Background: an optimization exercise with open tools, aiming at small area. Do not read the settings as production practice. At most, simulation tests tie the RTL to the original design; equivalence was not proved. The RTL of runs 2 and 4 was laid out without a check of its function. No activity file was given, so power comes from the tool's default toggle rates.

[design/flow/standard.sh]
#!/bin/bash
# synth_recipe.tcl (not shown) runs the flow's synth.tcl, then flattens the netlist and writes it again
# the make line also repeats each setting of config.mk as NAME=value (left out here)
make -C /OpenROAD-flow-scripts/flow DESIGN_CONFIG=/design/flow/config.mk WORK_HOME=/design/flow/orfs CLKGATE_MAP_FILE= SYNTH_SCRIPT=/design/flow/synth_recipe.tcl "${@:-finish}"
[design/flow/config.mk]
export PLATFORM = sky130hd
export DESIGN_NAME = IntMem
export DESIGN_NICKNAME = IntMem
export VERILOG_FILES = /design/flow/design.v
export SDC_FILE = /design/flow/constraint.sdc
export NUM_CORES = 4
export LEC_CHECK = 0
export CAP_MARGIN = 20
export CORE_AREA = 10 10 530 530
export DIE_AREA = 0 0 540 540
export SLEW_MARGIN = 20
[design/flow/constraint.sdc]
create_clock -name core_clock -period 11.0 [get_ports {aclk}]
set_input_delay 2.2000 -clock core_clock [delete_from_list [all_inputs] [get_ports {aclk}]]
set_output_delay 2.2000 -clock core_clock [all_outputs]
set_load 0.01 [all_outputs]
[design/flow/design.v]
module IntMemReqHold
  (
   AxVALIDhold,
   AxREADYhold,
   AxREADYhold_c,
   ACLK,
   ARESETn,
   AxVALID,
   AxREADY,
   xREADY,
   xVALID,
   xLAST
   );
  input	 ACLK;
  input	 ARESETn;
  output AxVALIDhold;    
  output AxREADYhold;    
  output AxREADYhold_c;  
  input	 AxVALID;        
  input	 AxREADY;        
  input	 xREADY;         
  input	 xVALID;         
  input	 xLAST;          
  wire	      wait_for_resp_in;
  reg	        wait_for_resp;
  assign AxVALIDhold = AxVALID & ~wait_for_resp;
  assign AxREADYhold = AxREADY & ~wait_for_resp;
  assign AxREADYhold_c = AxREADY & ~wait_for_resp_in;
  assign        wait_for_resp_in = ((AxREADY & AxVALID) | wait_for_resp) &  
				      ~(xLAST & xVALID & xREADY);  
  always @(posedge ACLK or negedge ARESETn)
    begin
      if (!ARESETn)
	begin
	  wait_for_resp <=   1'b0;
	end
      else
	begin
	  wait_for_resp <=   wait_for_resp_in;
	end
    end
endmodule
module IntMemAdrNxt
  (
    AddrIn,
    AxLEN,
    AxSIZE,
    AxBURST,
    AddrOut
  );
  input  [19 : 0] AddrIn;     
  input   [3 : 0] AxLEN;      
  input   [2 : 0] AxSIZE;     
  input   [1 : 0] AxBURST;    
  output [19 : 0] AddrOut;    
  wire fixed = (AxBURST == 2'b00);
  wire wrap  = (AxBURST == 2'b10);
  wire [3:0] mask;
  assign mask[3] = ~fixed & AxSIZE[2];
  assign mask[2] = ~fixed & (AxSIZE[2] | (AxSIZE[1] & AxSIZE[0]));
  assign mask[1] = ~fixed & (AxSIZE[2] | AxSIZE[1]);
  assign mask[0] = ~fixed & (AxSIZE[2] | AxSIZE[1] | AxSIZE[0]);
  reg  [7:0] win;
  always @(*) begin
    case (AxSIZE)
      3'd0:    win = {4'b0, AxLEN[3:0]};
      3'd1:    win = {3'b0, AxLEN[3:0], 1'b0};
      3'd2:    win = {2'b0, AxLEN[3:0], 2'b0};
      3'd3:    win = {1'b0, AxLEN[3:0], 3'b0};
      default: win = {AxLEN[3:0], 4'b0};
    endcase
  end
  wire [19:0] p = {AddrIn[19:4], AddrIn[3:0] | mask};
  wire [20:0] c;
  assign c[0] = ~fixed;
  genvar i;
  generate
    for (i = 1; i <= 20; i = i + 1) begin : g_c
      if (i < 8) begin : g_lo
        assign c[i] = c[i-1] & p[i-1] & ~(wrap & ~win[i] & ~(i < 4 ? mask[i % 4] : 1'b0));
      end else if (i == 8) begin : g_8
        assign c[i] = c[i-1] & p[i-1] & ~wrap;
      end else begin : g_hi
        assign c[i] = c[i-1] & p[i-1];
      end
    end
  endgenerate
  assign AddrOut = p ^ c[19:0];
endmodule
module IntMemAddrGen
  (
   ACLK,          
   ARESETn,       
   AxADDR,        
   AxSIZE,        
   AxBURST,       
   AxLEN,         
   AxID,          
   AxVALID,       
   AxREADY,       
   AddrOut,       
   AddrId,        
   AddrLast,      
   AddrValid,     
   DataLast,      
   xVALID,        
   xREADY,        
   AddrStart      
   );
  parameter	    ID_WIDTH   = 4;            
  parameter	    READ       = 0;
  localparam	    ID_MAX     = ID_WIDTH-1;
  input		          ACLK;
  input		          ARESETn;
  input [31:0]	    AxADDR;
  input [2:0]	      AxSIZE;
  input [1:0]	      AxBURST;
  input [7:0]	      AxLEN;
  input [ID_MAX:0]  AxID;
  input		          AxVALID;
  input		          AxREADY;
  output [31:0]	    AddrOut;
  output [ID_MAX:0] AddrId;
  output	          AddrLast;
  output	          AddrValid;
  output	          DataLast;
  input		          xVALID;
  input		          xREADY;
  output [31:16]    AddrStart;
  reg [31:0]	      AxADDRmuxr;    
  reg [19:16]	      AxADDRs;       
  reg [3:0]	        AxLENr;        
  reg [2:0]	        AxSIZEr;
  reg [1:0]	        AxBURSTr;
  reg [ID_MAX:0]    AxIDr;
  reg [7:0]	        AddrCountr;    
  reg 		          nlastr;        
  wire [19:0]       AxADDRinc;
  wire [7:0]	      AddrCount;
  wire validreq  = AxVALID & AxREADY;
  wire validresp = xVALID & xREADY;
  always @ (posedge ACLK)
    if (validreq) begin
      AxADDRs   <= AxADDR[19:16];
      AxLENr    <= AxLEN[3:0];
      AxSIZEr   <= AxSIZE;
      AxBURSTr  <= AxBURST;
    end
  always @ (posedge ACLK or negedge ARESETn)
    if (!ARESETn)
      AxIDr   <= {ID_WIDTH{1'b0}};
    else if (validreq)
      AxIDr   <= AxID;
  assign AddrId  = validreq ? AxID : AxIDr;
  IntMemAdrNxt u_IntMemAdrNxt
    (.AddrIn  (AxADDRmuxr[19:0]),
     .AxLEN   (AxLENr),
     .AxSIZE  (AxSIZEr),
     .AxBURST (AxBURSTr),
     .AddrOut (AxADDRinc));
  assign AddrOut = validreq  ? AxADDR :
                   validresp ? {AxADDRmuxr[31:20], AxADDRinc} : AxADDRmuxr;
  always @ (posedge ACLK or negedge ARESETn)
    if (!ARESETn)
      AxADDRmuxr[31:20] <= 12'h000;
    else
      AxADDRmuxr[31:20] <= AddrOut[31:20];
  always @ (posedge ACLK or negedge ARESETn)
    if (!ARESETn)
      AxADDRmuxr[19:0] <= 20'h00000;
    else if (validreq | (validresp & ~DataLast))
      AxADDRmuxr[19:0] <= AddrOut[19:0];
  assign AddrStart = {AxADDRmuxr[31:20], AxADDRs};
  wire cnt_nz = (AddrCountr != 8'h0);
  assign AddrValid = validreq | (validresp & cnt_nz);
  assign AddrCount = validreq ? AxLEN : (AddrCountr - 8'h1);
  assign AddrLast  = (AddrCount == 8'h0) & AddrValid;
  always @ (posedge ACLK or negedge ARESETn)
    if (!ARESETn)
      AddrCountr <= 8'h0;
    else if (validreq | validresp)
      AddrCountr <= AddrCount;
  assign DataLast = validreq ? ((AxLEN == 8'h0) & validresp) : nlastr;
  wire data_next_last = READ ? (AddrCountr == 8'h1) : (AddrCount == 8'h1);
  always @ (posedge ACLK or negedge ARESETn)
    if (!ARESETn)
      nlastr <= 1'b1;
    else
      nlastr <= validresp ? data_next_last
                          : (validreq ? (AxLEN == 8'h0) : (!xVALID & nlastr));
endmodule
module IntMemWrCtrl (
                   ACLK,
                   ARESETn,
                   AWID,
                   AWADDR,
                   AWLEN,
                   AWSIZE,
                   AWBURST,
                   AWVALID,
                   AWREADY,
                   AWLOCK,
                   WVALID,
                   WREADY,
                   BID,
                   BRESP,
                   BVALID,
                   BREADY,
                   WAddrValid,
                   WAddrReady,
                   WAddrStart,
                   WAddrOut
);
  parameter           DATA_WIDTH = 128;            
  parameter           ID_WIDTH   = 4;              
  localparam          DATA_MAX   = DATA_WIDTH-1;   
  localparam          ID_MAX     = ID_WIDTH-1;     
  input                     ACLK;        
  input                     ARESETn;     
  input [ID_MAX : 0]  AWID;        
  input [31 : 0]      AWADDR;      
  input [7 : 0]       AWLEN;       
  input [2 : 0]       AWSIZE;      
  input [1 : 0]       AWBURST;     
  input                     AWVALID;     
  output                    AWREADY;     
  input [1:0]               AWLOCK ;
  input                     WVALID;      
  output                    WREADY;      
  output [ID_MAX : 0] BID;         
  output [1 : 0]      BRESP;       
  output                    BVALID;      
  input                     BREADY;      
  output                    WAddrValid;  
  input                     WAddrReady;  
  output [31 : 0]     WAddrOut;    
  output [31 : 16]    WAddrStart;  
  wire                      ACLK;        
  wire                      ARESETn;     
  reg         bresp0 ;
  wire [ID_MAX : 0]   AWID;        
  wire [31 : 0]       AWADDR;      
  wire [7 : 0]        AWLEN;       
  wire [2 : 0]        AWSIZE;      
  wire [1 : 0]        AWBURST;     
  wire                      AWVALID;     
  wire                      AWVALIDhold;
  wire                      AWREADY;     
  wire                      AWREADYi;
  wire                      AWREADYhold;
  wire                      WVALID;      
  wire                      WREADY;      
  wire [ID_MAX : 0]   BID;         
  wire [1 : 0]        BRESP;       
  wire                      BVALID;      
  wire                      BREADY;      
  wire                      WAddrValid;  
  wire                      WAddrReady;  
  wire [31 : 0]       WAddrOut;    
  wire [31 : 0]       AddrOut;
  wire [ID_MAX : 0]   AddrId;
  wire                      AddrLast;
  wire                      AddrValid;
  wire                      AddrReady;
  wire                      DataLast;
  wire                      wrongwid;
  wire                      brespi;
  reg [ID_MAX : 0]    bidr;
  reg                         bvalidr;
  reg                         wreadyr;
  reg                       AddrValidr;
  assign WAddrValid         = AddrValid;
  assign WAddrOut[31:0]     = AddrOut[31:0];
  assign AddrReady          = WAddrReady;
  assign AWREADY            = AWREADYhold;
  assign AWREADYi           = AWVALIDhold & WVALID & WAddrReady;
  assign WREADY             =   WAddrReady & ( AWVALIDhold ? WVALID : wreadyr) ;
  assign BID[ID_MAX:0]      = bidr[ID_MAX:0];
  assign BRESP[1:0]         = {1'b0, bresp0} ;
  assign brespi             = wrongwid;
  assign BVALID             = bvalidr;
  IntMemAddrGen #(ID_WIDTH) u_IntMemAddrGen
    (
     .ACLK(ACLK),
     .ARESETn(ARESETn),
     .AxADDR(AWADDR),
     .AxSIZE(AWSIZE),
     .AxBURST(AWBURST),
     .AxLEN(AWLEN),
     .AxID(AWID),
     .AxVALID(AWVALIDhold),
     .AxREADY(AWREADYhold),
     .AddrOut(AddrOut),
     .AddrId(AddrId),
     .AddrLast(AddrLast),
     .AddrValid(AddrValid),
     .DataLast(DataLast),
     .AddrStart(WAddrStart),
     .xVALID(WVALID),
     .xREADY(WREADY)
     );
  always @ (posedge ACLK or negedge ARESETn)
  begin
      if(!ARESETn)
          bresp0 <= 1'b0 ;
      else if(~bvalidr & AWVALID & AWREADY)
          bresp0 <= (AWLOCK == 2'b01) ;
  end
  always @ (posedge ACLK or negedge ARESETn)
    if (!ARESETn) begin
      bidr[ID_MAX:0] <=   ID_WIDTH*{1'b0};
      bvalidr        <=   1'b0;
      wreadyr        <=   1'b0;
    end else begin  
      bidr[ID_MAX:0] <=   DataLast ? AddrId[ID_MAX:0] : bidr[ID_MAX:0];
      bvalidr        <=   bvalidr  ? (!BREADY)        : (DataLast & AddrValid);
      wreadyr        <=   !AddrLast & WREADY;
    end 
  assign wrongwid = 1'b0;
  IntMemReqHold u_IntMemReqHold
    (
     .AxVALIDhold(AWVALIDhold),
     .AxREADYhold(AWREADYhold),
     .AxREADYhold_c (),
     .ACLK(ACLK),
     .ARESETn(ARESETn),
     .AxVALID(AWVALID),
     .AxREADY(AWREADYi),
     .xREADY(BREADY),
     .xVALID(BVALID),
     .xLAST(1'b1)
     );
endmodule
module IntMemRdCtrl (
                   ACLK,
                   ARESETn,
                   ARID,
                   ARADDR,
                   ARLEN,
                   ARSIZE,
                   ARBURST,
                   ARVALID,
                   ARREADY,
                   ARLOCK,
                   RID,
                   RLAST,
                   RDATA,
                   RRESP,
                   RVALID,
                   RREADY,
                   RAddrValid,
                   RAddrReady,
                   RAddrStart,
                   RAddrOut,
                   RData,
                   RResp
                  );
  parameter		DATA_WIDTH = 128;            
  parameter		ID_WIDTH   = 4;              
  localparam		DATA_MAX   = DATA_WIDTH-1;   
  localparam		ID_MAX     = ID_WIDTH-1;     
  input			            ACLK;        
  input			            ARESETn;     
  input [ID_MAX:0]	    ARID;        
  input [31:0]	        ARADDR;      
  input [7:0]		        ARLEN;       
  input [2:0]		        ARSIZE;      
  input [1:0]		        ARBURST;     
  input			            ARVALID;     
  output		            ARREADY;     
  input [1:0]		            ARLOCK;     
  output [ID_MAX:0]	    RID;         
  output		            RLAST;       
  output [DATA_MAX:0]	  RDATA;       
  output [1:0]   	      RRESP;       
  output		            RVALID;      
  input			            RREADY;      
  output		            RAddrValid;  
  input			            RAddrReady;  
  output [31:0]	        RAddrOut;    
  output [31:16]	      RAddrStart;  
  input			            RResp;       
  input [DATA_MAX:0]	  RData;       
  wire [ID_MAX:0]	      RID;         
  wire			            RLAST;       
  wire [DATA_MAX:0]	    RDATA;       
  wire [1:0]		        RRESP;       
  wire			            RVALID;      
  wire			            RREADY;      
  wire			            ARVALIDhold;
  wire			            ARREADYhold;
  wire			            RAddrValid;  
  wire			            RAddrReady;  
  wire [31:0]		        RAddrOut;    
  wire			            RResp;       
  wire [DATA_MAX:0]  	  RData;       
  wire [31:0]		        AddrOut;
  wire [31:0]		        MaskAddr;
  wire [31:0]		        AddrInv;
  wire [ID_MAX:0]	      AddrId;
  wire			            AddrLast;
  wire			            AddrValid;
  wire			            AddrReady;
  wire			            DataLast;
  reg			              DataValid;
  reg			              RDataHeld;
  reg			              RREADYr;
  reg			              AddrValidr;
  reg			              DataLastr;
  wire [DATA_MAX:0]	    RDatai;
  reg  [DATA_MAX:0]	    RDatar;
  wire [31:0]		        AddrBitUsed;
  reg  [127:0]		      ShiftMe;
  reg  [DATA_MAX:0]	    MaskDatar;
  wire [DATA_MAX:0]	    MaskAndDataX;
  wire [DATA_MAX:0]	    MaskOrDataX;
  reg  [DATA_MAX:0]	    RDATAr;
  reg			              ValidReqr;
  wire [2:0]		        Size;
  reg			              selRDATAr;
  wire                  AxREADYhold_c;
  reg [1:0] RRESP_TYPE ;
  assign RAddrValid         = AddrValid;
  assign RAddrOut[31:0]     = AddrOut[31:0];
  assign AddrReady          = RAddrReady;
  assign ARREADY            = ARREADYhold;
  assign RID[ID_MAX:0]      = AddrId [ID_MAX : 0];
  assign RLAST              = DataLast | DataLastr;
  assign RRESP[1:0]         = RRESP_TYPE;
  assign RVALID             = DataValid;
  assign RDATA[DATA_MAX:0]  = RDatai[DATA_MAX:0] ;
  assign RDatai[DATA_MAX:0]  = (AddrValidr)
                                ? RData[DATA_MAX:0]
                                : (RDatar[DATA_MAX:0] & {DATA_WIDTH{RDataHeld}});
  IntMemAddrGen #(.ID_WIDTH(ID_WIDTH), .READ(1)) u_IntMemAddrGen
    (
     .ACLK     (ACLK),
     .ARESETn  (ARESETn),
     .AxADDR   (ARADDR),
     .AxSIZE   (ARSIZE),
     .AxBURST  (ARBURST),
     .AxLEN    (ARLEN),
     .AxID     (ARID),
     .AxVALID  (ARVALIDhold),
     .AxREADY  (ARREADYhold),
     .AddrOut  (AddrOut),
     .AddrId   (AddrId),
     .AddrLast (AddrLast),
     .AddrValid(AddrValid),
     .DataLast (DataLast),
     .AddrStart(RAddrStart),
     .xVALID   (RVALID),
     .xREADY   (RREADY)
     );
  always @ (posedge ACLK or negedge ARESETn)
    if (!ARESETn) begin
      DataValid  <=   1'b0;
      AddrValidr <=   1'b0;
      DataLastr  <=   1'b0;
      RDataHeld  <=   1'b0;
    end else begin
      DataValid  <=   	(AddrReady & AddrValid) ? 1'b1 :
	                         (RREADY ? 1'b0 : DataValid);
      AddrValidr <=   AddrValid;
      DataLastr  <=   (RREADY | (RVALID & ~DataLastr)) ? (DataLast & ~RREADY) : DataLastr;
      RDataHeld  <=   RDataHeld | AddrValidr;
    end 
  always @ (posedge ACLK)
    RDatar     <=   RDatai;
  always @ (posedge ACLK or negedge ARESETn)
  begin
      if(!ARESETn)
      begin
          RRESP_TYPE <= 2'b00 ;
      end
      else if(ARVALID & ARREADY)
      begin
          RRESP_TYPE <= {1'b0, ARLOCK == 2'b01};
      end
  end
  IntMemReqHold U_IntMemReqHold
    (
     .AxVALIDhold     (ARVALIDhold),
     .AxREADYhold     (ARREADYhold),
     .AxREADYhold_c   (AxREADYhold_c),
     .ACLK            (ACLK),
     .ARESETn         (ARESETn),
     .AxVALID         (ARVALID),
     .AxREADY         (RAddrReady),
     .xREADY          (RREADY),
     .xVALID          (RVALID),
     .xLAST           (RLAST)
   );
endmodule
module IntMemArb (
                   ACLK,
                   ARESETn,
                   mem_type,
                   read_done,
                   write_done,
                   remap,
                   waddr_valid,
                   axi_awvalid,
                   waddr_ready,
                   waddr_out,
                   axi_awaddr,
                   axi_awready,
                   waddr_start,
                   raddr_valid,
                   axi_arvalid,
                   raddr_ready,
                   raddr_out,
                   axi_araddr,
                   axi_arready,
                   raddr_start,
                   mem0_cs_n,
                   mem0_wr_n,
                   mem0_rd_n,
                   mem0_addr,
                   mem0_wr_addr,
                   mem1_cs_n,
                   mem1_wr_n,
                   mem1_rd_n,
                   mem1_addr,
                   mem1_wr_addr,
                   mem2_cs_n,
                   mem2_wr_n,
                   mem2_rd_n,
                   mem2_addr,
                   mem2_wr_addr 
);
input           ACLK;
input           ARESETn;
input           mem_type;
input           read_done;
input           write_done;
input           remap;
input           axi_awvalid;
input           waddr_valid;
input  [31:0]   waddr_out; 
output          waddr_ready;
input  [31:0]   axi_awaddr;    
input           axi_awready;
input  [31:16]  waddr_start;
input           axi_arvalid;
input           raddr_valid;
input  [31:0]   raddr_out;      
output          raddr_ready;
input  [31:0]   axi_araddr;   
input           axi_arready;
input  [31:16]  raddr_start;
output          mem0_cs_n;
output          mem0_wr_n;
output          mem0_rd_n;
output [31:0]   mem0_addr;
output [31:0]   mem0_wr_addr;
output          mem1_cs_n;
output          mem1_wr_n;
output          mem1_rd_n;
output [31:0]   mem1_addr;
output [31:0]   mem1_wr_addr;
output          mem2_cs_n;
output          mem2_wr_n;
output          mem2_rd_n;
output [31:0]   mem2_addr;
output [31:0]   mem2_wr_addr;
parameter IDLE   = 2'b00;
parameter RD     = 2'b01;
parameter WR     = 2'b10;
parameter RDWR   = 2'b11;
wire        arb_c;
wire        arb_r;
wire        arb_w;
reg [1:0]   mem_status;
reg         waddr_ready;
reg         raddr_ready;
wire        sp_mem;     
wire [31:0] mux_addr;
wire     mem_cs_n      = !( waddr_valid | raddr_valid );
wire     mem_bank0     = mem0_addr[20]; 
wire     mem_bank1     = !mem0_addr[20];
wire     mem_sub_bank0 = ~((mem0_addr[18:15]==4'h0)&(mem0_addr[14:12]==3'd0|mem0_addr[14:12]==3'd1));
wire     mem_sub_bank1 = ((mem0_addr[18:15]==4'h0)&(mem0_addr[14:12]==3'd0|mem0_addr[14:12]==3'd1));
assign   mem0_cs_n    = mem_cs_n ; 
assign   mem0_wr_n    = (!waddr_valid) | mem0_cs_n;
assign   mem0_rd_n    = !raddr_valid | mem0_cs_n;
assign   mem0_wr_addr = waddr_out;
assign   mem1_cs_n    = 1'b1; 
assign   mem1_wr_n    = (!waddr_valid) | mem1_cs_n;
assign   mem1_rd_n    = (!raddr_valid) | mem1_cs_n;
assign   mem1_wr_addr = waddr_out;
assign   mem2_cs_n    = 1'b1; 
assign   mem2_wr_n    = (!waddr_valid) | mem2_cs_n;
assign   mem2_rd_n    = (!raddr_valid) | mem2_cs_n;
assign   mem2_wr_addr = waddr_out;
assign   mux_addr     = ( mem_status == 2'b01 ) ? raddr_out  : waddr_out ; 
assign   sp_mem       = ( mem_type == 1'b0 );
assign   mem0_addr    = raddr_out;
assign   mem1_addr    = (sp_mem & (mem_status != 2'b01)) ? waddr_out : raddr_out;
assign   mem2_addr    = {mem1_addr[31:13] - {18'b0, sp_mem}, mem1_addr[12:0]};
reg aw_pend;
reg ar_pend;
always @(posedge ACLK)begin
     aw_pend <= axi_awvalid & ~axi_awready;
     ar_pend <= axi_arvalid & ~axi_arready;
end
    assign arb_c =  (axi_awaddr[31:16] == axi_araddr[31:16]) ? 1'b1 : 1'b0;
    assign arb_w =  ar_pend ? arb_c : (axi_awaddr[31:16] == raddr_start);
    assign arb_r =  aw_pend ? arb_c : (waddr_start == axi_araddr[31:16]);
always @(posedge ACLK or negedge ARESETn)begin
     if(!ARESETn) begin
         waddr_ready   <= 1'b0;
         raddr_ready   <= 1'b0;
         mem_status    <= 2'b00;
     end 
     else case (mem_status)
        IDLE: begin
             if(axi_awvalid & !axi_arvalid) begin
                mem_status    <= WR;
                raddr_ready   <= 1'b0;
                waddr_ready   <= 1'b1;
             end
             else if(axi_arvalid & !axi_awvalid) begin
                mem_status    <= RD;
                waddr_ready   <= 1'b0;
                raddr_ready   <= 1'b1;
             end
             else if(axi_awvalid & axi_arvalid & arb_c) begin
                mem_status    <= WR;
                waddr_ready   <= 1'b1;
                raddr_ready   <= 1'b0;
             end
             else if(axi_awvalid & axi_arvalid & !arb_c) begin
                mem_status    <= RDWR;
                waddr_ready   <= 1'b1;
                raddr_ready   <= 1'b1;
             end
         end
         WR: begin
             if (write_done & axi_arvalid) begin
                mem_status    <= RD;
                waddr_ready   <= 1'b0;
                raddr_ready   <= 1'b1;
             end    
             else if(axi_arvalid & !arb_r) begin
                mem_status    <= RDWR;
                waddr_ready   <= waddr_ready;
                raddr_ready   <= 1'b1;
             end
             else if (write_done) begin
                mem_status    <= IDLE;
                waddr_ready   <= 1'b0;
                raddr_ready   <= 1'b0;
             end
         end
         RD: begin    
             if (read_done & axi_awvalid) begin
                mem_status    <= WR;
                waddr_ready   <= 1'b1;
                raddr_ready   <= 1'b0;
             end    
             else if(axi_awvalid & !arb_w) begin
                mem_status    <= RDWR;
                waddr_ready   <= 1'b1;
                raddr_ready   <= raddr_ready;
             end
             else if (read_done) begin
                mem_status    <= IDLE;
                waddr_ready   <= 1'b0;
                raddr_ready   <= 1'b0;
             end
         end
         default: begin    
             if(read_done & write_done) begin
                mem_status    <= IDLE;
                waddr_ready   <= 1'b0;
                raddr_ready   <= 1'b0;
             end
             else if (read_done ) begin
                mem_status    <= WR;
                waddr_ready   <= waddr_ready;
                raddr_ready   <= 1'b0;
             end    
             else if (write_done) begin
                mem_status    <= RD;
                waddr_ready   <= 1'b0;
                raddr_ready   <= raddr_ready;
             end
         end
    endcase
end
endmodule
module IntMem (
            scan_en,
            aclk,
            areset_n,
            mem_type,
            remap,
            axi_awid,
            axi_awaddr,
            axi_awlen,
            axi_awsize,
            axi_awburst,
            axi_awlock,
            axi_awcache,
            axi_awprot,
            axi_awvalid,
            axi_awready,
            axi_wdata,
            axi_wstrb,
            axi_wlast,
            axi_wvalid,
            axi_wready,
            axi_bid,
            axi_bresp,
            axi_bvalid,
            axi_bready,
           axi_arid,      
           axi_araddr,       
           axi_arlen,     
           axi_arsize,    
           axi_arburst,   
           axi_arlock,    
           axi_arcache,   
           axi_arprot,    
           axi_arvalid,   
           axi_arready,
           axi_rid,
           axi_rdata,
           axi_rresp,
           axi_rlast,
           axi_rvalid,
           axi_rready,
           mem0_cs_n,
           mem0_wr_n,
           mem0_rd_n,
           mem0_wr_byte_en,
           mem0_addr,
           mem0_wr_addr,
           mem0_din,
           mem0_dout,
           mem1_cs_n,
           mem1_wr_n,
           mem1_rd_n,
           mem1_wr_byte_en,
           mem1_addr,
           mem1_wr_addr,
           mem1_din,
           mem1_dout,
           mem2_cs_n,
           mem2_wr_n,
           mem2_rd_n,
           mem2_wr_byte_en,
           mem2_addr,
           mem2_wr_addr,
           mem2_din,
           mem2_dout 
);
parameter             ID_WIDTH   = 12;           
parameter             DATA_WIDTH = 128;          
localparam            ID_MAX     = ID_WIDTH-1;
input               scan_en;
input               aclk;                                               
input               areset_n;
input               mem_type;  
input               remap;
input  [ ID_MAX:0]  axi_awid;
input  [31:0]       axi_awaddr;
input  [ 7:0]       axi_awlen;   
input  [ 2:0]       axi_awsize;   
input  [ 1:0]       axi_awburst;   
input  [ 1:0]       axi_awlock;   
input  [ 3:0]       axi_awcache;   
input  [ 2:0]       axi_awprot;   
input               axi_awvalid;
output              axi_awready;
input  [DATA_WIDTH-1:0]      axi_wdata;
input  [DATA_WIDTH/8-1:0]       axi_wstrb;
input               axi_wlast;
input               axi_wvalid;
output              axi_wready;
output [ ID_MAX:0]  axi_bid;
output [ 1:0]       axi_bresp;
output              axi_bvalid;
input               axi_bready;
input  [ ID_MAX:0]  axi_arid;
input  [31:0]       axi_araddr;   
input  [ 7:0]       axi_arlen;
input  [ 2:0]       axi_arsize;
input  [ 1:0]       axi_arburst;
input  [ 1:0]       axi_arlock;
input  [ 3:0]       axi_arcache;
input  [ 2:0]       axi_arprot;
input               axi_arvalid;
output              axi_arready;
output [ ID_MAX:0]  axi_rid;
output [DATA_WIDTH-1:0]      axi_rdata;
output [ 1:0]       axi_rresp;
output              axi_rlast;   
output              axi_rvalid;       
input               axi_rready;
output              mem0_cs_n;    
output              mem0_wr_n;    
output              mem0_rd_n;    
output  [DATA_WIDTH/8-1:0]      mem0_wr_byte_en;
output  [31:0]      mem0_addr;    
output  [31:0]      mem0_wr_addr; 
output  [DATA_WIDTH-1:0]      mem0_din;
input   [DATA_WIDTH-1:0]      mem0_dout;
output              mem1_cs_n;    
output              mem1_wr_n;    
output              mem1_rd_n;    
output  [DATA_WIDTH/8-1:0]      mem1_wr_byte_en;
output  [31:0]      mem1_addr;    
output  [31:0]      mem1_wr_addr; 
output  [DATA_WIDTH-1:0]     mem1_din;
input   [DATA_WIDTH-1:0]     mem1_dout;
output              mem2_cs_n;    
output              mem2_wr_n;    
output              mem2_rd_n;    
output  [DATA_WIDTH/8-1:0]      mem2_wr_byte_en;
output  [31:0]      mem2_addr;    
output  [31:0]      mem2_wr_addr; 
output  [DATA_WIDTH-1:0]     mem2_din;
input   [DATA_WIDTH-1:0]     mem2_dout;
wire                waddr_valid;
wire                waddr_ready;
wire  [31:0]        waddr_out;
wire  [31:16]       waddr_start;
wire  [31:16]       raddr_start;
wire                raddr_valid;
wire                raddr_ready;
wire  [31:0]        raddr_out;
wire  [DATA_WIDTH-1:0]       rdata;
wire  [7:0]         mem_wr_mask;
wire                read_done;
wire                write_done;
assign  rdata           = mem0_dout;
assign  mem0_din        =  axi_wdata;
assign  mem0_wr_byte_en =  axi_wstrb;
assign  mem1_din        =  axi_wdata;
assign  mem1_wr_byte_en =  axi_wstrb;
assign  mem2_din        =  axi_wdata;
assign  mem2_wr_byte_en =  axi_wstrb;
assign  read_done      =  ( axi_rready & axi_rlast & axi_rvalid ) ;
assign  write_done     =  ( axi_bvalid & axi_bready ) ;
IntMemWrCtrl #(DATA_WIDTH,ID_WIDTH) u_IntMemWrCtrl(
                   .ACLK                 (aclk),
                   .ARESETn              (areset_n),
                   .AWID                 (axi_awid), 
                   .AWADDR               (axi_awaddr),
                   .AWLEN                (axi_awlen),
                   .AWSIZE               (axi_awsize),
                   .AWBURST              (axi_awburst),
                   .AWVALID              (axi_awvalid),
                   .AWREADY              (axi_awready),
                   .AWLOCK               (axi_awlock),
                   .WVALID               (axi_wvalid),
                   .WREADY               (axi_wready),
                   .BID                  (axi_bid),
                   .BRESP                (axi_bresp),
                   .BVALID               (axi_bvalid),
                   .BREADY               (axi_bready),
                   .WAddrValid           (waddr_valid),
                   .WAddrReady           (waddr_ready),
                   .WAddrOut             (waddr_out),
                   .WAddrStart           (waddr_start)
);
IntMemRdCtrl #(DATA_WIDTH,ID_WIDTH) u_IntMemRdCtrl(
                   .ACLK                 (aclk),
                   .ARESETn              (areset_n),
                   .ARID                 (axi_arid),
                   .ARADDR               (axi_araddr),
                   .ARLEN                (axi_arlen),
                   .ARSIZE               (axi_arsize),
                   .ARBURST              (axi_arburst),
                   .ARVALID              (axi_arvalid),
                   .ARREADY              (axi_arready),
                   .ARLOCK               (axi_arlock),
                   .RID                  (axi_rid),
                   .RLAST                (axi_rlast),
                   .RDATA                (axi_rdata),
                   .RRESP                (axi_rresp),
                   .RVALID               (axi_rvalid),
                   .RREADY               (axi_rready),
                   .RAddrValid           (raddr_valid),
                   .RAddrReady           (raddr_ready),
                   .RAddrOut             (raddr_out),
                   .RAddrStart           (raddr_start),
                   .RData                (rdata),
                   .RResp                (1'b0)
                  );
IntMemArb u_IntMemArb (
                   .ACLK                 (aclk),
                   .ARESETn              (areset_n),
                   .mem_type             (mem_type),
                   .read_done            (read_done),
                   .write_done           (write_done),
                   .remap                (remap),
                   .waddr_valid          (waddr_valid),
                   .axi_awvalid          (axi_awvalid),
                   .waddr_ready          (waddr_ready),
                   .waddr_out            (waddr_out),
                   .axi_awaddr           (axi_awaddr),
                   .axi_awready          (axi_awready),
                   .waddr_start          (waddr_start),
                   .raddr_valid          (raddr_valid),
                   .axi_arvalid          (axi_arvalid),                   
                   .raddr_ready          (raddr_ready),
                   .raddr_out            (raddr_out),
                   .axi_araddr           (axi_araddr),
                   .axi_arready          (axi_arready),
                   .raddr_start          (raddr_start),
                   .mem0_cs_n             (mem0_cs_n),
                   .mem0_wr_n             (mem0_wr_n),
                   .mem0_rd_n             (mem0_rd_n),
                   .mem0_addr             (mem0_addr),
                   .mem0_wr_addr          (mem0_wr_addr),
                   .mem1_cs_n             (mem1_cs_n),
                   .mem1_wr_n             (mem1_wr_n),
                   .mem1_rd_n             (mem1_rd_n),
                   .mem1_addr             (mem1_addr),
                   .mem1_wr_addr          (mem1_wr_addr),
                   .mem2_cs_n             (mem2_cs_n),
                   .mem2_wr_n             (mem2_wr_n),
                   .mem2_rd_n             (mem2_rd_n),
                   .mem2_addr             (mem2_addr),
                   .mem2_wr_addr          (mem2_wr_addr)
);
endmodule
[design/flow/flow/run.sh]
#!/bin/bash
set -euo pipefail
export BUFFER_PORTS_ARGS="-buffer_cell sky130_fd_sc_hd__buf_1"
export CTS_ARGS="-sink_clustering_enable -repair_clock_nets -dont_use_dummy_load -sink_clustering_size 12 -sink_clustering_max_diameter 60 -buf_list {sky130_fd_sc_hd__clkbuf_8}"
bash standard.sh finish > standard_flow.log 2>&1
==> run summary, run 1 <==
- Crit. End Element: primary output
- Critical Path Max Stage Delay: 0.51 ns
- Root buffer cell: clkbuf_8
- I/O pin count: between 1k and 1.5k
- Residual DRC: 0
- CTS tree: yes
- TritonCTS buffer count: 36
- Hold Slack: 0.4697 ns
- Final hold vios: 0
- Die X: 540 um
- Post-synth top flop: dfxtp_1
- Mapped cell area: 0.01759 mm2
- Detailed-route via count: ~14k
- Drt first pass iters: 5
- Area leader, netlist: buf_4
- Critical Path Source Type: register
- Cell variety after synth: 80
- First-pass GRT wire length: between 150000 and 200000 um
- Total gr overflow: 0
- Initial antenna violation count: 15
- Clock sink count: 288
- Gate Count Post-Synth: 1901
- Num rows: 190
- Arrival time at the worst endpoint: 8.25 ns
- Area overhead of the layout relative to synthesis: 20.55%
- Mean Syn Cell Area: 9.252 um2
- Dpl cells: 5505
- Fraction of registers with async set/reset: 45.83%
- DPL Wire Length: approximately 110000 um
- Slew Limit Fails: 0
- Share of cells above drive strength 1: roughly 10%
- Total Power: roughly 5 mW
- Top cells by count, synth: 519 x buf_4, 236 x nand2_1, 130 x dfrtp_1, 130 x dfxtp_1, 127 x a22o_1
- Non-Filler Instances: about 5.6k
- Largest fanout on the critical path: 7
- Worst r2r src: u_IntMemWrCtrl.u_IntMemAddrGen.AxSIZEr[2]
- Leak Pwr: 7.347 nW
- Worst-Margin Slew: 0.9869 ns
- Vias in the first global route: 14.26k
- Clock Pin Slew Worst Setup and Hold Paths: 0.08 ns
- Crit Path Category: register to primary output
- Sequential-to-total area share from yosys stat: 38.03%
- Maxcap violations: 0
- Synth area leaders: buf_4 22%, dfrtp_1 18%, dfxtp_1 15%, a22o_1 6.3%, nand2_1 5.0%
- Die area: a little under 0.3 mm2
- FMAX: between 90 and 100 MHz
- Pwr dens: 238.1 mW/mm2
- Fin crit period: 10.45 ns
- Slew HR: 34.21%
- Worst-Skew Late Latency: 0.66 ns
- HP Start: u_IntMemRdCtrl.RDatar[75]
- PortBufs: approximately 610
- Clock Path Buffers: 3
- Initial Utilization: between 6 and 7%
- Worst path required time: 8.80 ns
- Fin crit share: 94.97%
- Most numerous cell in the Yosys netlist: buf_4
- Cell area after layout: 0.02120 mm2
- Slowest CP cell: edfxtp_1
- CP Launch Point: u_IntMemRdCtrl.u_IntMemAddrGen.AxSIZEr[0]
- Hold crit path type: register to register
- Routed Antenna Nets: 0
- Status: complete, no violations
- Area post-placement: between 0.02 and 0.025 mm2
- Die H: about 540 um
- Htree depth: 2
- Largest net degree at the start of global routing: 107
- Post-Route WL: roughly 130000 um
- Drt wl/cell: about 23 um
- Starting DRT DRC Count: 904
- Drt via density: 2.463
- GPL Wtd Cong: between 0.8 and 0.9
- Synth Register Bits: 288
- Worst clock skew: 0.09525 ns
- CP most frequent cell: ha_1
- Tot GR Track Use: 8.109%
- Setup violators final: 0
- Final net count: 2724
- Core footprint: 0.2686 mm2
- Maximum resistive drop on vdd: 0.0001279 V
- EDFF count, synth: 26
- Synth top area share: between 20% and 30%
- YS warnings: 7
- Fillers: roughly 31k
[registers in the layout, summed over array words and instances, names as in the netlist, 4 cells and up]
register	cells
u_IntMemRdCtrl.RDatar	128
u_IntMemRdCtrl.u_IntMemAddrGen.AxADDRmuxr	32
u_IntMemWrCtrl.u_IntMemAddrGen.AxADDRmuxr	32
u_IntMemRdCtrl.u_IntMemAddrGen.AxIDr	12
u_IntMemWrCtrl.bidr	12
u_IntMemWrCtrl.u_IntMemAddrGen.AxIDr	12
u_IntMemRdCtrl.u_IntMemAddrGen.AddrCountr	8
u_IntMemWrCtrl.u_IntMemAddrGen.AddrCountr	8
u_IntMemRdCtrl.u_IntMemAddrGen.AxADDRs	4
u_IntMemRdCtrl.u_IntMemAddrGen.AxLENr	4
u_IntMemWrCtrl.u_IntMemAddrGen.AxADDRs	4
u_IntMemWrCtrl.u_IntMemAddrGen.AxLENr	4
[layer usage]
layer / vias up / wire length (um) / global-route usage, %
li1: 6097 / - / -
met1: 6213 / 29070 / 5.356
met2: 1153 / 65260 / 15.18
met3: 235 / 23170 / 6.608
met4: 4 / 8172 / 4.663
met5: - / 26 / 0
[power by group]
part	total [mW]	leakage (nW)	switching (mW)	internal (mW)
clock	0.702	0.259	0.413	0.290
combinational	2.71	4.11	1.88	0.830
sequential	1.64	2.98	0.202	1.44
total	5.05	7.35	2.49	2.56
[path summary, 6_finish.rpt]
check,endpoint,slack [ns],cells after the start
worst min register to register,u_IntMemRdCtrl.RDatar[75],0.47,1
min in group asynchronous,u_IntMemRdCtrl.u_IntMemAddrGen.AxIDr[3],1.49,1
max in group asynchronous,u_IntMemWrCtrl.u_IntMemAddrGen.AddrCountr[2],8.24,2
worst min-delay path,u_IntMemRdCtrl.RDatar[75],0.47,1
worst max register to register,u_IntMemWrCtrl.u_IntMemAddrGen.AxADDRmuxr[18],4.33,34
worst max-delay path,mem2_addr[31],0.55,38
[cells in the final DEF, fill, tap and decap left out, types with 50 or more instances in the layout]
cell type  instances
a21oi_1           50
a22o_1           127
buf_1            593
buf_4             68
dfrtp_1          129
dfxtp_1          130
inv_1             51
nand2_1          236
nor2_1            59
o21ai_0           62
xnor2_1           61
[repair_timing]
item,4_1_cts,5_1_grt
setup endpoints to repair,0,13
hold buffers,0,0
buffers inserted,0,13
gates resized for setup,0,10
[worst max-delay path: cells and delay by family (launching register included)]
| family | cells | cell delay [ns] |
|---|---|---|
| buffers and inverters | 4 | 0.73 |
| multiplexers | 1 | 0.21 |
| XOR/XNOR | 1 | 0.24 |
| AND/OR/NAND/NOR | 7 | 1.44 |
| AO/OA/AOI/OAI | 10 | 1.44 |
| flip-flops | 1 | 0.51 |
| adder cells (fa/ha/maj) | 15 | 2.98 |
[kinds of logic after synthesis]
family | after synthesis | synth area share (%)
xor+xnor | 76 | 3.785
other cells | 2 | 0.04270
compound gates | 328 | 13.35
simple gates | 420 | 11.13
flops | 288 | 38.03
mux | 78 | 4.852
buf+inv | 660 | 25.33
fa+ha+maj | 49 | 3.486
[per-stage QoR]
stage	TNS, ns	setup WS (ns)	utilization (%)
after floorplan	0	2.275	-
after global placement	0	0.8955	7.648
after detailed placement	0	0.8845	7.648
after CTS	0	0.03760	7.832
after global routing	-0.01908	-0.01908	7.892
final	0	0.5538	7.893
[layout make-up]
class                      instances  area, um2  area share [%]
inverter                          54      203.9          0.9619
multi-input combinational        959       6561           30.95
timing repair buffer             665       2780           13.11
clock buffer                      36      495.5           2.337
tap                             3552       4444           20.96
sequential                       288       6693           31.57
antenna                           10      25.02          0.1180
==> inputs of run 2 (changes only) <==
--- a/design/flow/design.v
+++ b/design/flow/design.v
@@ -148,2 +148,3 @@
     end
+  assign AddrId  = validreq ? AxID : AxIDr;
   always @ (posedge ACLK or negedge ARESETn)
@@ -151,5 +152,4 @@
       AxIDr   <= {ID_WIDTH{1'b0}};
-    else if (validreq)
-      AxIDr   <= AxID;
-  assign AddrId  = validreq ? AxID : AxIDr;
+    else
+      AxIDr   <= AddrId;
   IntMemAdrNxt u_IntMemAdrNxt
--- a/design/flow/config.mk
+++ b/design/flow/config.mk
@@ -7,5 +7,6 @@
 export LEC_CHECK = 0
-export CAP_MARGIN = 20
+export CAP_MARGIN = 5
 export CORE_AREA = 10 10 530 530
 export DIE_AREA = 0 0 540 540
-export SLEW_MARGIN = 20
+export GPL_TIMING_DRIVEN = 0
+export SLEW_MARGIN = 5
==> run summary, run 2 <==
- Critical Path Source Type: register
- Total gr overflow: 0
- Synth area leaders: buf_4 22%, dfrtp_1 19%, dfxtp_1 15%, a22o_1 6.4%, nand2_1 5.3%
- Post-Place Setup Slack: -0.2858 ns
- Biggest regs: u_IntMemRdCtrl.RDatar x128, u_IntMemRdCtrl.u_IntMemAddrGen.AxADDRmuxr x32, u_IntMemWrCtrl.u_IntMemAddrGen.AxADDRmuxr x32
- GR Util met3: 3.945%
- Largest net degree at the start of global routing: 35
- Root buffer cell: clkbuf_8
- Hold crit path type: register to register
- Gate Count Post-Synth: 1879
- Worst clock skew: 0.05962 ns
- Sequential-to-total area share from yosys stat: 38.09%
- Mux share of post-synthesis cell area: 6.620%
- Synth Area in XOR/XNOR: 3.841%
- Clock Pin Slew Worst Setup and Hold Paths: 0.09 ns
- Arrival time at the worst endpoint: 8.32 ns
- TritonCTS buffer count: 35
- Htree depth: 2
- Post-synthesis simple-gate area fraction: approximately a tenth
- Crit Path Category: register to primary output
- Cell variety after synth: 73
- Residual DRC: 0
- Status: complete, no violations
- Worst-Skew Late Latency: 0.68 ns
- Tot GR Track Use: 8.244%
- First-pass GRT wire length: 163900 um
- Worst-Margin Slew: 1.299 ns
- Fin crit share: between 90% and 100%
- Drt first pass iters: 4
- Routing usage on met2: between 10% and 20%
- Final net count: 3700
- Drt wl/cell: approximately 20 um
- Detailed-route via count: approximately 17k
- Crit. End Element: primary output
- Core footprint: 0.2686 mm2
- Maxcap violations: 0
- GRT busiest layer: met2
- Total Power: 5.302 mW
- YS warnings: 7
- Mean Syn Cell Area: roughly 9.3 um2
- EDFF count, synth: 26
- Worst path bufs/invs: 2
- Initial antenna violation count: 15
- Pwr dens: a little under 200 mW/mm2
- CTS tree: yes
- DPL Wire Length: 115800 um
- PortBufs: roughly 1.0k
- Clock share of power: between 10% and 20%
- Die X: approximately 540 um
- Final hold vios: 0
- Post-synth top flop: dfxtp_1
- Sequential fraction of design power: between 20 and 30%
- Biggest register: u_IntMemRdCtrl.RDatar
- Slew Limit Fails: 0
- Fin worst setup slack: just under 0.5 ns
- Post-Route WL: approximately 130000 um
- Cell area after layout: 0.02686 mm2
- GPL Wtd Cong: 0.8906
- Commonest non-fill, non-tap cell in the layout: buf_1
- I/O pin count: 1466
- Most numerous cell in the Yosys netlist: buf_4
- Routed Antenna Nets: 0
- Max FFs per register: 128
- Vias in the first global route: around 18k
- Die H: 540 um
- Die area: 0.2916 mm2
- Fillers: 31.40k
- Power share of the combinational group: 57.8%
- Slew HR: 13.39%
- Synth Register Bits: 288
- FMAX: 95.08 MHz
- R2R setup slack: 4.42 ns
- CP most frequent cell: ha_1
- Initial Utilization: 6.537%
- Met1 usage: roughly 6.7%
- Largest fanout on the critical path: 8
- Unrepaired setup endpoints after global routing: yes
- Most frequent cells in the layout: 1036 x buf_1, 531 x buf_4, 246 x nand2_1
- Area leader, netlist: buf_4
- Design internal power: between 2 and 3 mW
- Top cells by count, synth: 519 x buf_4, 246 x nand2_1, 130 x dfrtp_1, 130 x dfxtp_1, 128 x a22o_1
- Clock Path Buffers: 3
- Area overhead of the layout relative to synthesis: 52.98%
- Sw Ratio: 49.49%
- Maximum resistive drop on vdd: ~0.00011 V
- # hold bufs at CTS: 0
- Synth Area in Compound Gates: 12.38%
- Starting DRT DRC Count: 750
- Leak Pwr: 10.52 nW
- Share of cells above drive strength 1: 23.67%
- Top Family by Delay on Critical Path: adder cells
- Drt via density: 2.617
- Critical Path Max Stage Delay: between 1 and 1.5 ns
- Synth Area in Adders: 3.492%
- Clock sink count: 288
- Fin crit period: 10.52 ns
- Slowest CP cell: o2bb2ai_1
- Setup violators final: 0
- Largest family of logic cells by synthesized area: buffers and inverters
- Psw: about 2.6 mW
- Num rows: 190
- Worst path required time: 8.80 ns
- Area post-placement: 0.02617 mm2
- Mapped cell area: 0.01756 mm2
- Synth top area share: 22.19%
- Fraction of registers with async set/reset: between 40 and 50%
run 2: cell types whose count changed after synthesis, moves of 6 or more:
cell,previous run,this run
nand2_1,236,246
buf_1,17,10
mux2_2,45,56
nand3_1,25,17
mux2i_1,26,48
o21ai_0,62,55
xor2_1,15,27
a21oi_1,52,33
xnor2_1,61,50
a21boi_0,10,4
nand4_1,16,8
run 2: metrics by stage:
stage                     hold slack [ns]  setup TNS, ns  instances  util, %
after global routing               0.4852       -0.02943       6540    9.999
after detailed placement           0.4528         -1.037       6490    9.741
after floorplan                    0.4358              0       1885        -
after CTS                          0.4740              0       6524    9.952
after global placement             0.4508         -17.16       6477    9.653
final                              0.4737              0       6541    10.00
run 2: worst reg2reg max path, delay by kind of cell, from the launching register on:
| kind | cells | cell delay [ns] |
|---|---|---|
| flip-flops | 1 | 0.47 |
| AND/OR/NAND/NOR | 4 | 0.58 |
| AO/OA/AOI/OAI | 9 | 1.39 |
| adder cells (fa/ha/maj) | 19 | 3.67 |
| buffers and inverters | 2 | 0.30 |
run 2: cells by family (layout without fill, tap and decap cells):
| kind of cell | after synthesis | in the layout |
|---|---|---|
| xor gates and xnor gates | 77 | 77 |
| other | 2 | 19 |
| and+or+nand+nor | 409 | 409 |
| muxes | 107 | 107 |
| AOI/OAI and AO/OA | 299 | 299 |
| buffers and inverters | 648 | 1741 |
| adders and majority gates | 49 | 49 |
| DFF | 288 | 288 |
run 2: final timing paths:
check                                                           from                                       endpoint  depth (start not counted)
setup / recovery           u_IntMemWrCtrl.u_IntMemAddrGen.AxSIZEr[0]                                  mem2_addr[16]                         33
hold / removal               u_IntMemWrCtrl.u_IntMemAddrGen.AxIDr[2]        u_IntMemWrCtrl.u_IntMemAddrGen.AxIDr[2]                          2
setup reg to reg           u_IntMemWrCtrl.u_IntMemAddrGen.AxSIZEr[0]  u_IntMemWrCtrl.u_IntMemAddrGen.AxADDRmuxr[18]                         34
hold reg to reg              u_IntMemWrCtrl.u_IntMemAddrGen.AxIDr[2]        u_IntMemWrCtrl.u_IntMemAddrGen.AxIDr[2]                          2
max in group asynchronous                                   areset_n          u_IntMemRdCtrl.u_IntMemAddrGen.nlastr                          4
min in group asynchronous                                   areset_n        u_IntMemWrCtrl.u_IntMemAddrGen.AxIDr[3]                          1
run 2: power groups by stage:
stage	Sequential [mW]	Clock, mW	Combinational (mW)
global route	1.56	0.779	3.43
detailed placement	1.54	0	3.19
global placement	1.53	0	3.14
CTS	1.52	0.758	3.23
floorplan	1.50	0	1.56
finish	1.53	0.711	3.07
run 2: timing repair:
| item | in CTS | in global routing |
|---|---|---|
| buffers inserted | 0 | 9 |
| pin swaps | 0 | 2 |
| gates resized for setup | 25 | 12 |
| setup endpoints to repair | 18 | 17 |
run 2: metal layers:
layer	up-vias	share of wire, %
li1	8042	-
met1	7919	29
met2	1021	55
met3	128	12
met4	6	4.6
met5	-	0.020
run 2: layout make-up:
type	count	area [um2]	area share [%]
Multi-Input combinational cell	949	6666	24.82
Timing Repair Buffer	1062	4164	15.50
Buffer	596	4209	15.67
Clock buffer	35	481.7	1.793
Tap cell	3552	4444	16.54
Antenna cell	11	27.53	0.1025
Sequential cell	288	6689	24.90
Inverter	48	180.2	0.6707
==> inputs of run 3 (changes only) <==
--- a/design/flow/design.v
+++ b/design/flow/design.v
@@ -148,3 +148,2 @@
     end
-  assign AddrId  = validreq ? AxID : AxIDr;
   always @ (posedge ACLK or negedge ARESETn)
@@ -152,4 +151,5 @@
       AxIDr   <= {ID_WIDTH{1'b0}};
-    else
-      AxIDr   <= AddrId;
+    else if (validreq)
+      AxIDr   <= AxID;
+  assign AddrId  = validreq ? AxID : AxIDr;
   IntMemAdrNxt u_IntMemAdrNxt
==> design/flow/flow/run.sh (replaced) <==
#!/bin/bash
set -euo pipefail
export BUFFER_PORTS_ARGS="-buffer_cell sky130_fd_sc_hd__buf_1"
export CTS_ARGS="-sink_clustering_enable -repair_clock_nets -dont_use_dummy_load -sink_clustering_size 8 -sink_clustering_max_diameter 50 -buf_list {sky130_fd_sc_hd__clkbuf_4}"
bash standard.sh finish > standard_flow.log 2>&1
--- a/design/flow/config.mk
+++ b/design/flow/config.mk
@@ -7,6 +7,5 @@
 export LEC_CHECK = 0
-export CAP_MARGIN = 5
+export CAP_MARGIN = 20
 export CORE_AREA = 10 10 530 530
 export DIE_AREA = 0 0 540 540
-export GPL_TIMING_DRIVEN = 0
-export SLEW_MARGIN = 5
+export SLEW_MARGIN = 20
==> run summary, run 3 <==
- Worst-Margin Slew: 1.012 ns
- Fraction of registers with async set/reset: 45.83%
- Setup violators final: 0
- Total Power: 4.980 mW
- Crit. End Element: primary output
- Clock Pin Slew Worst Setup and Hold Paths: roughly 0.1 ns
- Max FFs per register: 128
- Critical Path End: mem2_addr[23]
- Root buffer cell: clkbuf_4
- Area overhead of the layout relative to synthesis: 20.62%
- Worst path bufs/invs: 1
- Die H: 540 um
- Initial antenna violation count: 18
- Register area: about 0.0067 mm2
- Total gr overflow: 0
- Num rows: 190
- I/O pin count: between 1k and 1.5k
- EDFF count, synth: 26
- Largest family of logic cells by synthesized area: buffers and inverters
- Most numerous cell in the Yosys netlist: buf_4
- Maxcap violations: 0
- # hold bufs at CTS: 0
- Area leader, netlist: buf_4
- Hold crit path type: register to register
- Clock Path Buffers: 3
- Starting DRT DRC Count: 901
- Initial Utilization: 6.547%
- DPL Wire Length: between 100000 and 150000 um
- First-pass GRT wire length: between 150000 and 200000 um
- Share of cells above drive strength 1: between 10% and 20%
- Utilization after layout: under 10%
- Detailed-route via count: between 10k and 15k
- Critical Path Source Type: register
- Drt first pass iters: 5
- Tot GR Track Use: ~8.1%
- Final hold vios: 0
- Metal2 WL: 66130 um
- Core footprint: 0.2686 mm2
- Mapped cell area: 0.01759 mm2
- Multi-input logic area: 0.006656 mm2
- Biggest register: u_IntMemRdCtrl.RDatar
- Most frequent cells in the layout: 593 x buf_1, 236 x nand2_1, 130 x dfxtp_1
- Routed Antenna Nets: 0
- Sw Ratio: 50.19%
- Slew Limit Fails: 0
- Largest fanout on the critical path: 11
- Worst path required time: 8.80 ns
- Gate Count Post-Synth: 1901
- Vias in the first global route: 14.34k
- Synth Area in XOR/XNOR: under 10%
- Worst-Skew Late Latency: 0.92 ns
- TritonCTS buffer count: 48
- Psw: 2.500 mW
- Non-Filler Instances: 5586
- Pwr dens: 234.8 mW/mm2
- Top sig layer: met5
- Clock share of power: 12.4%
- Mean Syn Cell Area: 9.252 um2
- Area post-placement: 0.02054 mm2
- Synth Area in Adders: 3.486%
- Slew HR: about a third
- YS warnings: 7
- Htree depth: 2
- Worst r2r src: u_IntMemWrCtrl.u_IntMemAddrGen.AxSIZEr[1]
- Post-synth top flop: dfxtp_1
- PortBufs: roughly 610
- Reg-to-Reg End: u_IntMemWrCtrl.u_IntMemAddrGen.AxADDRmuxr[18]
- FMAX: 95.81 MHz
- Post-Place Setup Slack: 0.8845 ns
- Drt wl/cell: 22.55 um
- Met3 WL: 23520 um
- Synth Area in Compound Gates: 13.35%
- Worst path depth: 37
- Fin crit share: 94.89%
- Top cells by count, synth: 519 x buf_4, 236 x nand2_1, 130 x dfrtp_1, 130 x dfxtp_1, 127 x a22o_1
- Hold Slack: about 0.48 ns
- Top Family by Delay on Critical Path: adder cells
- Largest net degree at the start of global routing: 107
- Sequential-to-total area share from yosys stat: 38.03%
- Worst clock skew: 0.1274 ns
- Design internal power: 2.481 mW
- Post-Route WL: 126000 um
- Die X: 540 um
- Status: complete, no violations
- Crit Path Category: register to primary output
- Leak Pwr: 7.364 nW
- Drt via density: 2.474
- R2R setup slack: 4.33 ns
- Fillers: 31.52k
- Maximum resistive drop on vdd: 0.0001101 V
- GPL Wtd Cong: 0.8133
- Residual DRC: 0
- Clock sink count: 288
- Cell variety after synth: 80
- Dpl cells: 5505
- Power share of the combinational group: 54.7%
- Fin crit period: 10.44 ns
- Post-synthesis simple-gate area fraction: approximately 11%
- Synth area leaders: buf_4 22%, dfrtp_1 18%, dfxtp_1 15%, a22o_1 6.3%, nand2_1 5.0%
- R2R depth: 34
- Synth top area share: between 20% and 30%
- Fin worst setup slack: 0.5626 ns
- Slowest CP cell: edfxtp_1
- Synth Register Bits: 288
- CP most frequent cell: ha_1
- Arrival time at the worst endpoint: 8.24 ns
- Commonest non-fill, non-tap cell in the layout: buf_1
- Setup TNS: 0 ns
- Cell area after layout: 0.02122 mm2
- Mux share of post-synthesis cell area: 4.852%
- Die area: 0.2916 mm2
- CP Launch Point: u_IntMemWrCtrl.u_IntMemAddrGen.AxSIZEr[1]
- Sequential fraction of design power: 32.9%
- CTS tree: yes
- Wl on met1: between 20000 and 30000 um
- Final net count: 2740
- Biggest regs: u_IntMemRdCtrl.RDatar x128, u_IntMemRdCtrl.u_IntMemAddrGen.AxADDRmuxr x32, u_IntMemWrCtrl.u_IntMemAddrGen.AxADDRmuxr x32
- Critical Path Max Stage Delay: around 0.57 ns
==> run 3: per-layer routing <==
metal  GRT usage [%]  vias to the layer above
li1                -                     6153
met1           5.372                     6222
met2           15.36                     1185
met3           6.647                      250
met4           4.281                        8
met5               0                        -
==> run 3: worst min path at each step <==
stage / start / end / depth (start not counted) / slack, ns
5_1_grt: u_IntMemRdCtrl.RDatar[53] / u_IntMemRdCtrl.RDatar[53] / 1 / 0.49
3_3_place_gp: u_IntMemWrCtrl.u_IntMemAddrGen.AxIDr[7] / u_IntMemWrCtrl.u_IntMemAddrGen.AxIDr[7] / 2 / 0.45
2_1_floorplan: u_IntMemWrCtrl.u_IntMemAddrGen.AxIDr[0] / u_IntMemWrCtrl.u_IntMemAddrGen.AxIDr[0] / 2 / 0.44
6_report: u_IntMemRdCtrl.RDatar[53] / u_IntMemRdCtrl.RDatar[53] / 1 / 0.48
3_5_place_dp: u_IntMemRdCtrl.RDatar[26] / u_IntMemRdCtrl.RDatar[26] / 1 / 0.45
4_1_cts: u_IntMemWrCtrl.u_IntMemAddrGen.AxIDr[1] / u_IntMemWrCtrl.u_IntMemAddrGen.AxIDr[1] / 2 / 0.48
==> run 3: layout make-up <==
class	instances	share of cell area [%]
timing repair buffer	669	13.28
multi-input combinational	959	31.38
tap	3552	20.95
clock buffer	48	1.699
sequential	288	31.55
inverter	54	0.9613
antenna	16	0.1887
==> run 3: logic make-up after synthesis <==
kind of cell	after synthesis
AOI/OAI and AO/OA	328
DFF	288
other	2
muxes	78
adders and majority gates	49
and+or+nand+nor	420
buffers and inverters	660
xor gates and xnor gates	76
==> run 3: power by group through the flow <==
stage,logic (mW),clock network (mW),registers [mW]
detailed placement,2.82,0,1.65
finish,2.72,0.616,1.64
global route,3.02,0.692,1.68
global placement,2.81,0,1.65
floorplan,1.64,0,1.60
CTS,2.85,0.667,1.64
==> run 3: repair_timing <==
action                                  4_1_cts  5_1_grt
endpoints found under the setup margin       13       14
resized for setup                             5       27
pin swaps                                     1        9
setup buffers                                 8       10
==> inputs of run 4 (changes only) <==
--- a/design/flow/design.v
+++ b/design/flow/design.v
@@ -148,2 +148,3 @@
     end
+  assign AddrId  = validreq ? AxID : AxIDr;
   always @ (posedge ACLK or negedge ARESETn)
@@ -151,5 +152,4 @@
       AxIDr   <= {ID_WIDTH{1'b0}};
-    else if (validreq)
-      AxIDr   <= AxID;
-  assign AddrId  = validreq ? AxID : AxIDr;
+    else
+      AxIDr   <= AddrId;
   IntMemAdrNxt u_IntMemAdrNxt
@@ -606,5 +606,8 @@
 end
-    assign arb_c =  (axi_awaddr[31:16] == axi_araddr[31:16]) ? 1'b1 : 1'b0;
-    assign arb_w =  ar_pend ? arb_c : (axi_awaddr[31:16] == raddr_start);
-    assign arb_r =  aw_pend ? arb_c : (waddr_start == axi_araddr[31:16]);
+    wire [31:16] cmp_w = (mem_status == WR && !aw_pend) ? waddr_start : axi_awaddr[31:16];
+    wire [31:16] cmp_r = (mem_status == RD && !ar_pend) ? raddr_start : axi_araddr[31:16];
+    wire         cmp_eq = (cmp_w == cmp_r);
+    assign arb_c =  cmp_eq;
+    assign arb_w =  cmp_eq;
+    assign arb_r =  cmp_eq;
 always @(posedge ACLK or negedge ARESETn)begin
==> design/flow/flow/run.sh (replaced) <==
#!/bin/bash
set -euo pipefail
export BUFFER_PORTS_ARGS="-buffer_cell sky130_fd_sc_hd__buf_1"
export CTS_ARGS="-sink_clustering_enable -repair_clock_nets -dont_use_dummy_load -sink_clustering_size 12 -sink_clustering_max_diameter 60 -buf_list {sky130_fd_sc_hd__clkbuf_8}"
bash standard.sh finish > standard_flow.log 2>&1
==> run summary, run 4 <==
- Post-synthesis simple-gate area fraction: 10.60%
- Top sig layer: met5
- CTS tree: yes
- Total gr overflow: 0
- Initial antenna violation count: 23
- Mapped cell area: 0.01749 mm2
- PortBufs: 608
- Post-Place Setup Slack: 1.161 ns
- Clock Pin Slew Worst Setup and Hold Paths: 0.08 ns
- Maximum resistive drop on vdd: 0.0001874 V
- Most numerous cell in the Yosys netlist: buf_4
- Largest fanout on the critical path: 12
- Final hold vios: 0
- Hold Path Depth: 2
- Wl on met1: 35920 um
- Commonest non-fill, non-tap cell in the layout: buf_1
- Synth Area in Compound Gates: 14.05%
- Sequential-to-total area share from yosys stat: 38.25%
- GPL Wtd Cong: roughly 0.85
- Total Power: around 5.2 mW
- Core footprint: roughly 0.27 mm2
- Mean Syn Cell Area: 9.131 um2
- I/O pin count: approximately 1.5k
- Routed Antenna Nets: 0
- Biggest regs: u_IntMemRdCtrl.RDatar x128, u_IntMemRdCtrl.u_IntMemAddrGen.AxADDRmuxr x32, u_IntMemWrCtrl.u_IntMemAddrGen.AxADDRmuxr x32
- Clock Path Buffers: 3
- Status: complete, no violations
- Synth Area in XOR/XNOR: 2.204%
- Reg-to-Reg End: u_IntMemRdCtrl.u_IntMemAddrGen.AxADDRmuxr[19]
- Area leader, netlist: buf_4
- CP most frequent cell: ha_1
- Residual DRC: 0
- Area overhead of the layout relative to synthesis: 19.72%
- Htree depth: 2
- Critical Path Max Stage Delay: 0.59 ns
- Root buffer cell: clkbuf_8
- Tot GR Track Use: 9.038%
- Biggest register: u_IntMemRdCtrl.RDatar
- Share of cells above drive strength 1: around 8.1%
- Top cells by count, synth: 523 x buf_4, 256 x nand2_1, 130 x dfrtp_1, 130 x dfxtp_1, 127 x a22o_1
- Cell variety after synth: between 70 and 80
- Largest family of logic cells by synthesized area: buffers and inverters
- First-pass GRT wire length: ~170000 um
- Met3 WL: 32050 um
- Largest net degree at the start of global routing: just over 90
- TritonCTS buffer count: 38
- EDFF count, synth: 26
- Slew Limit Fails: 0
- Synth Register Bits: 288
- Max FFs per register: roughly 130
- Gate Count Post-Synth: 1915
- Metal2 WL: between 60000 and 70000 um
- Crit. End Element: primary output
- Slew HR: a little over a quarter
- Die X: 540 um
- Hold Slack: 0.4609 ns
- Critical Path Source Type: register
- Setup violators final: 0
- Final net count: 2718
- Synth Area in Adders: 3.220%
- Pwr dens: 250.4 mW/mm2
- Clock sink count: ~290
- Initial Utilization: 6.509%
- Most frequent cells in the layout: 606 x buf_1, 256 x nand2_1, 130 x dfxtp_1
- Worst-Margin Slew: between 1 and 1.5 ns
- R2R depth: 34
- Fraction of registers with async set/reset: 45.83%
- Worst clock skew: 0.06521 ns
- R2R setup slack: ~4.6 ns
- Top Family by Delay on Critical Path: adder cells
- Fin crit share: ~95%
- Die H: roughly 540 um
- Leak Pwr: just over 7 nW
- Post-Route WL: 139600 um
- Die area: 0.2916 mm2
- Crit Path Category: register to primary output
- HP Start: u_IntMemRdCtrl.RRESP_TYPE[0]
- Synth area leaders: buf_4 22%, dfrtp_1 19%, dfxtp_1 15%, a22o_1 6.4%, nand2_1 5.5%
- Worst path depth: 38
- Setup TNS: 0 ns
- Mux share of post-synthesis cell area: 5.646%
- Starting DRT DRC Count: 833
- Slowest CP cell: o31ai_1
- Hold crit path type: register to register
- Fin worst setup slack: ~0.55 ns
- YS warnings: 7
- Maxcap violations: 0
- Drt first pass iters: 5
- DPL Wire Length: 124100 um
- Arrival time at the worst endpoint: 8.25 ns
- Drt wl/cell: ~25 um
- Worst r2r src: u_IntMemRdCtrl.u_IntMemAddrGen.AxSIZEr[2]
- Vias in the first global route: ~14k
- Worst-Skew Late Latency: 0.70 ns
- Worst path required time: ~8.8 ns
- Drt via density: 2.484
- Fin crit period: approximately 10 ns
- Detailed-route via count: 13.83k
- Synth top area share: 22.45%
- Num rows: 190
- Post-synth top flop: dfxtp_1
- Worst path bufs/invs: 2
- FMAX: roughly 96 MHz
- Utilization after layout: 7.793%
- WHS Endpoint: u_IntMemRdCtrl.RRESP_TYPE[0]
-- run 4: cell types whose count changed in the layout (fill, tap and decap cells not counted), moves of 12 or more --
cell | before | now
mux2_2 | 45 | 33
mux2i_1 | 26 | 54
xnor2_1 | 61 | 26
clkbuf_8 | 0 | 38
clkbuf_4 | 49 | 1
buf_1 | 593 | 606
a31oi_1 | 21 | 37
nand2_1 | 236 | 256
buf_4 | 70 | 49
-- run 4: metal layers --
metal	GRT usage, %	up-vias
met5	0.3084	-
met4	4.204	6
met3	9.468	222
met2	14.95	1170
met1	6.617	6313
li1	-	6114
-- run 4: metrics by stage --
| step | std cells | instance area [um2] |
|---|---|---|
| finish | 5566 | 20930 |
| global route | 5554 | 20900 |
| CTS | 5548 | 20860 |
| detailed placement | 5510 | 20340 |
| global placement | 5509 | 20330 |
| floorplan | 1921 | 17510 |
-- run 4: worst max-delay path by stage --
stage | startpoint | to | slack, ns
after floorplan | u_IntMemWrCtrl.u_IntMemAddrGen.AxSIZEr[2] | mem2_addr[28] | 2.31
after global placement | u_IntMemWrCtrl.u_IntMemAddrGen.AxSIZEr[2] | mem2_addr[31] | 1.21
after detailed placement | u_IntMemWrCtrl.u_IntMemAddrGen.AxSIZEr[2] | mem2_addr[31] | 1.16
after CTS | u_IntMemWrCtrl.u_IntMemAddrGen.AxSIZEr[2] | mem2_addr[31] | 0.34
after global routing | u_IntMemWrCtrl.u_IntMemAddrGen.AxSIZEr[1] | mem2_addr[31] | -0.009
final | u_IntMemRdCtrl.u_IntMemAddrGen.AxSIZEr[2] | mem2_addr[31] | 0.55
-- run 4: layout make-up --
cell class / count / area (um2)
antenna: 14 / 35.03
clock buffer: 38 / 523.0
fill: 31500 / 247700
inverter: 57 / 214.0
multi-input combinational: 960 / 6364
sequential: 288 / 6693
tap: 3552 / 4444
timing repair buffer: 657 / 2661
-- run 4: cells by family (layout without fill, tap and decap cells) --
logic type | Yosys count | after routing
multiplexers | 92 | 92
XOR/XNOR | 44 | 44
flip-flops | 288 | 288
buffers and inverters | 673 | 752
AND/OR/NAND/NOR | 418 | 418
adder cells (fa/ha/maj) | 45 | 45
other | 2 | 22
AO/OA/AOI/OAI | 353 | 353
-- run 4: timing repair --
action / in CTS / in global routing
setup endpoints to repair: 0 / 2
buffers inserted: 0 / 4
hold buffers: 0 / 0
resized for setup: 0 / 1
-- run 4: worst reg2reg max path, delay by kind of cell, from the launching register on --
kind | cells | cell delay, ns
AO/OA/AOI/OAI | 8 | 1.21
XOR/XNOR | 1 | 0.14
adder cells (fa/ha/maj) | 19 | 3.53
flip-flops | 1 | 0.57
AND/OR/NAND/NOR | 6 | 0.77
-- run 4: where the power goes --
group | internal, mW | switching (mW) | total [mW]
Clock | 0.304 | 0.428 | 0.732
Sequential | 1.47 | 0.207 | 1.67
Combinational | 0.812 | 2.02 | 2.84
Total | 2.58 | 2.66 | 5.24

## re-timing with driven ports
No port has a modelled driver above. Below, the same layouts with a new extraction and two added sets of constraints.
Step 1 sets driving cells, clkbuf_16 on the clock port and buf_2 on the other inputs (assumed; they add their load-dependent delay and slew).
Step 2 also shifts input and output timing later by t, the mid clock arrival at the registers, as if the neighbouring blocks saw the same clock.
Three values: no drivers, after step 1, after step 2; two values: the first two.
run | t, ns | setup slack, ns | hold WS [ns] | worst slew at a driven data input, ns
run 1 | 0.668 | 0.554 / 0.498 / 1.166 | 0.470 / 0.470 / 0.470 | 0.55
run 2 | 0.701 | 0.483 / 0.427 / 1.127 | 0.474 / 0.474 / 0.474 | 0.28
run 3 | 0.923 | 0.563 / 0.503 / 1.427 | 0.475 / 0.475 / 0.475 | 0.53
run 4 | 0.742 | 0.551 / 0.480 / 1.222 | 0.461 / 0.461 / 0.461 | 0.75
After both steps every run listed still meets setup and hold.
